This design comes from an exercise in tuning for small area and a short achievable clock period on the open sky130 flow, not from production work. Where RTL was checked, it was by simulation tests only, not by an equivalence proof against the original. The clock input has no modelled driver; a real chip could not lean on it and would need a root buffer or a full tree.

==> flow/design.v (excerpt) <==
module alu_top(clk, a, b, op, out, carry_out, over_flow, zero);
Size: ~100 I/O pins.
clock: 14.5 ns
lec_check: 0
cap_margin: 20
core_margin: 2
core_utilization: 40
slew_margin: 20
synth_hierarchical: 1
standard.sh (not shown) runs the stock make flow with config.mk's settings and CLKGATE_MAP_FILE= SYNTH_SCRIPT=/design/flow/synth_recipe.tcl, a recipe that flattens the netlist after the stock synthesis.
==> flow/flow/run.sh <==
#!/bin/bash
# The standard layout (standard.sh) with these changes to how it is made:
#  - the port buffers are sky130 buf_1 rather than the resizer's default pick;
#  - before floorplanning every combinational cell is set to drive strength 1
#    (flow/downsize.tcl), so only the resizer's timing repair sizes cells up;
#  - the timing repair aims at a setup slack margin of SETUP_MARGIN ns;
#  - the clock port drives MCTS_K buffers that each drive the flip-flops of
#    one region (flow/cts_hook.tcl), instead of TritonCTS's two-level tree.
# Each tool's output goes to ORFS's own per-step logs under orfs/logs; make's
# output goes to standard.log.
export BUFFER_PORTS_ARGS="-buffer_cell sky130_fd_sc_hd__buf_1"
export SETUP_SLACK_MARGIN=${SETUP_MARGIN:-10.8}
export PRE_FLOORPLAN_TCL=$PWD/flow/downsize.tcl
export MCTS_K=${MCTS_K:-4}
export MCTS_CELL=${MCTS_CELL:-sky130_fd_sc_hd__buf_12}
export PRE_CTS_TCL=$PWD/flow/cts_hook.tcl
bash standard.sh > standard.log 2>&1
Other scripts of this flow, unchanged in this note and not shown: flow/flow/cts_hook.tcl, flow/flow/downsize.tcl
The starting point completed with no timing, DRC or antenna violations.
Edit:
--- a/flow/design.v
+++ b/flow/design.v
@@ -13,25 +13,20 @@
 	a_r <= a;
 	b_r <= b;
 	op_r <= op;
 	out <= alu_out;
 	carry_out <= alu_carry_out;
 	over_flow <= alu_over_flow;
 	zero <= alu_zero;
 end
 endmodule
 
-module lf_and2(a, b, y);
-input a, b;
-output y;
-assign y = a & b;
-endmodule
 module lf_aoi21(a, b, c, y);
 input a, b, c;
 output y;
 assign y = ~((a & b) | c);
 endmodule
 module lf_inv(a, y);
 input a;
 output y;
 assign y = ~a;
 endmodule
@@ -58,20 +53,25 @@
 module lf_nandn(a, b, y);
 input a, b;
 output y;
 assign y = ~(~a & b);
 endmodule
 module lf_nor2(a, b, y);
 input a, b;
 output y;
 assign y = ~(a | b);
 endmodule
+module lf_nor4(a, b, c, d, y);
+input a, b, c, d;
+output y;
+assign y = ~(a | b | c | d);
+endmodule
 module lf_oai21(a, b, c, y);
 input a, b, c;
 output y;
 assign y = ~((a | b) & c);
 endmodule
 module lf_oai22(a, b, c, d, y);
 input a, b, c, d;
 output y;
 assign y = ~((a | b) & (c | d));
 endmodule
@@ -365,32 +365,20 @@
 wire z_264;
 wire z_265;
 wire z_266;
 wire z_267;
 wire z_268;
 wire z_269;
 wire z_270;
 wire z_271;
 wire z_272;
 wire z_273;
-wire z_274;
-wire z_275;
-wire z_276;
-wire z_277;
-wire z_278;
-wire z_279;
-wire z_280;
-wire z_281;
-wire z_282;
-wire z_283;
-wire z_284;
-wire z_285;
 wire mb0;
 wire c31 = G_196;
 wire c32 = G_162;
 wire p31 = ~pn_72;
 wire k1 = (op3 & ~p31) | inv;
 wire k0 = (op3 & p31) | inv;
 wire m1 = (ec & ci) | k1;
 wire m0 = (ec & ci) | k0;
 assign carry_out = c32 ^ inv;
 assign over_flow = c31 ^ c32;
@@ -682,35 +670,23 @@
   lf_xnor2 u285 (.a(L_256), .b(M_257), .y(out[28]));
   lf_oai22 u286 (.a(pn_70), .b(epn), .c(gn_102), .d(egn), .y(L_258));
   lf_aoi21 u287 (.a(G_195), .b(ec), .c(k_234), .y(M_259));
   lf_xnor2 u288 (.a(L_258), .b(M_259), .y(out[29]));
   lf_oai22 u289 (.a(pn_71), .b(epn), .c(gn_103), .d(egn), .y(L_260));
   lf_oai21 u290 (.a(G_177), .b(ecn), .c(kn_231), .y(M_261));
   lf_xor2 u291 (.a(L_260), .b(M_261), .y(out[30]));
   lf_oai22 u292 (.a(pn_72), .b(epn), .c(gn_104), .d(egn), .y(L_262));
   lf_aoi21 u293 (.a(G_196), .b(ec), .c(k_234), .y(M_263));
   lf_xnor2 u294 (.a(L_262), .b(M_263), .y(out[31]));
-  lf_nor2 u295 (.a(out[0]), .b(out[1]), .y(z_264));
-  lf_nor2 u296 (.a(out[2]), .b(out[3]), .y(z_265));
-  lf_nor2 u297 (.a(out[4]), .b(out[5]), .y(z_266));
-  lf_nor2 u298 (.a(out[6]), .b(out[7]), .y(z_267));
-  lf_nor2 u299 (.a(out[8]), .b(out[9]), .y(z_268));
-  lf_nor2 u300 (.a(out[10]), .b(out[11]), .y(z_269));
-  lf_nor2 u301 (.a(out[12]), .b(out[13]), .y(z_270));
-  lf_nor2 u302 (.a(out[14]), .b(out[15]), .y(z_271));
-  lf_nor2 u303 (.a(out[16]), .b(out[17]), .y(z_272));
-  lf_nor2 u304 (.a(out[18]), .b(out[19]), .y(z_273));
-  lf_nor2 u305 (.a(out[20]), .b(out[21]), .y(z_274));
-  lf_nor2 u306 (.a(out[22]), .b(out[23]), .y(z_275));
-  lf_nor2 u307 (.a(out[24]), .b(out[25]), .y(z_276));
-  lf_nor2 u308 (.a(out[26]), .b(out[27]), .y(z_277));
-  lf_nor2 u309 (.a(out[28]), .b(out[29]), .y(z_278));
-  lf_nor2 u310 (.a(out[30]), .b(out[31]), .y(z_279));
-  lf_nand4 u311 (.a(z_264), .b(z_265), .c(z_266), .d(z_267), .y(z_280));
-  lf_nand4 u312 (.a(z_268), .b(z_269), .c(z_270), .d(z_271), .y(z_281));
-  lf_nand4 u313 (.a(z_272), .b(z_273), .c(z_274), .d(z_275), .y(z_282));
-  lf_nand4 u314 (.a(z_276), .b(z_277), .c(z_278), .d(z_279), .y(z_283));
-  lf_nor2 u315 (.a(z_280), .b(z_281), .y(z_284));
-  lf_nor2 u316 (.a(z_282), .b(z_283), .y(z_285));
-  lf_and2 u317 (.a(z_284), .b(z_285), .y(zero));
+  lf_nor4 u295 (.a(out[0]), .b(out[1]), .c(out[2]), .d(out[3]), .y(z_264));
+  lf_nor4 u296 (.a(out[4]), .b(out[5]), .c(out[6]), .d(out[7]), .y(z_265));
+  lf_nor4 u297 (.a(out[8]), .b(out[9]), .c(out[10]), .d(out[11]), .y(z_266));
+  lf_nor4 u298 (.a(out[12]), .b(out[13]), .c(out[14]), .d(out[15]), .y(z_267));
+  lf_nor4 u299 (.a(out[16]), .b(out[17]), .c(out[18]), .d(out[19]), .y(z_268));
+  lf_nor4 u300 (.a(out[20]), .b(out[21]), .c(out[22]), .d(out[23]), .y(z_269));
+  lf_nor4 u301 (.a(out[24]), .b(out[25]), .c(out[26]), .d(out[27]), .y(z_270));
+  lf_nor4 u302 (.a(out[28]), .b(out[29]), .c(out[30]), .d(out[31]), .y(z_271));
+  lf_nand4 u303 (.a(z_264), .b(z_265), .c(z_266), .d(z_267), .y(z_272));
+  lf_nand4 u304 (.a(z_268), .b(z_269), .c(z_270), .d(z_271), .y(z_273));
+  lf_nor2 u305 (.a(z_272), .b(z_273), .y(zero));
 lf_mux2 um (.s(c32), .a(m0), .b(m1), .y(mb0));   
 endmodule
Effect: Hold slack improves by 0.025 ns. Cell count went down by about 0.9%. Die area came out lower by 0.76%. Setup slack degrades by 0.041 ns. Critical path depth climbs by 14. Maximum frequency goes down by 1.1%. Global-route usage stays flat. Routed wire length climbs by 1.5%.
Only the layout flow was run in the second run of this note; the RTL was not checked for function there. No run of this note takes its clock network from TritonCTS; it comes from the design's own scripts or RTL.

-- afterwards: timing with drivers on the ports --
Ports are ideal in the flow. The routed layouts listed here were re-timed in OpenROAD. Step 1: set_driving_cell puts a clkbuf_16 on clk and a buf_2 on each other input, an assumption about the parent block. Step 2 times the ports against the registers' clock, not the clock port: input delays grow and output delays shrink by t, the midpoint of the rising clock arrivals with the driver on. Slacks: no drivers / after step 1 / after step 2; pairs: no drivers / after step 1.
run	t (ns)	slack for setup (ns)	hold slack, ns	slew at the worst register clock pin (ns)
the first run	0.204	10.944 / 10.869 / 11.060	0.636 / 0.636 / 0.636	0.10 / 0.10
the second run	0.211	10.903 / 10.876 / 10.903	0.661 / 0.661 / 0.661	0.11 / 0.11
After both steps setup and hold are still met in every run listed.
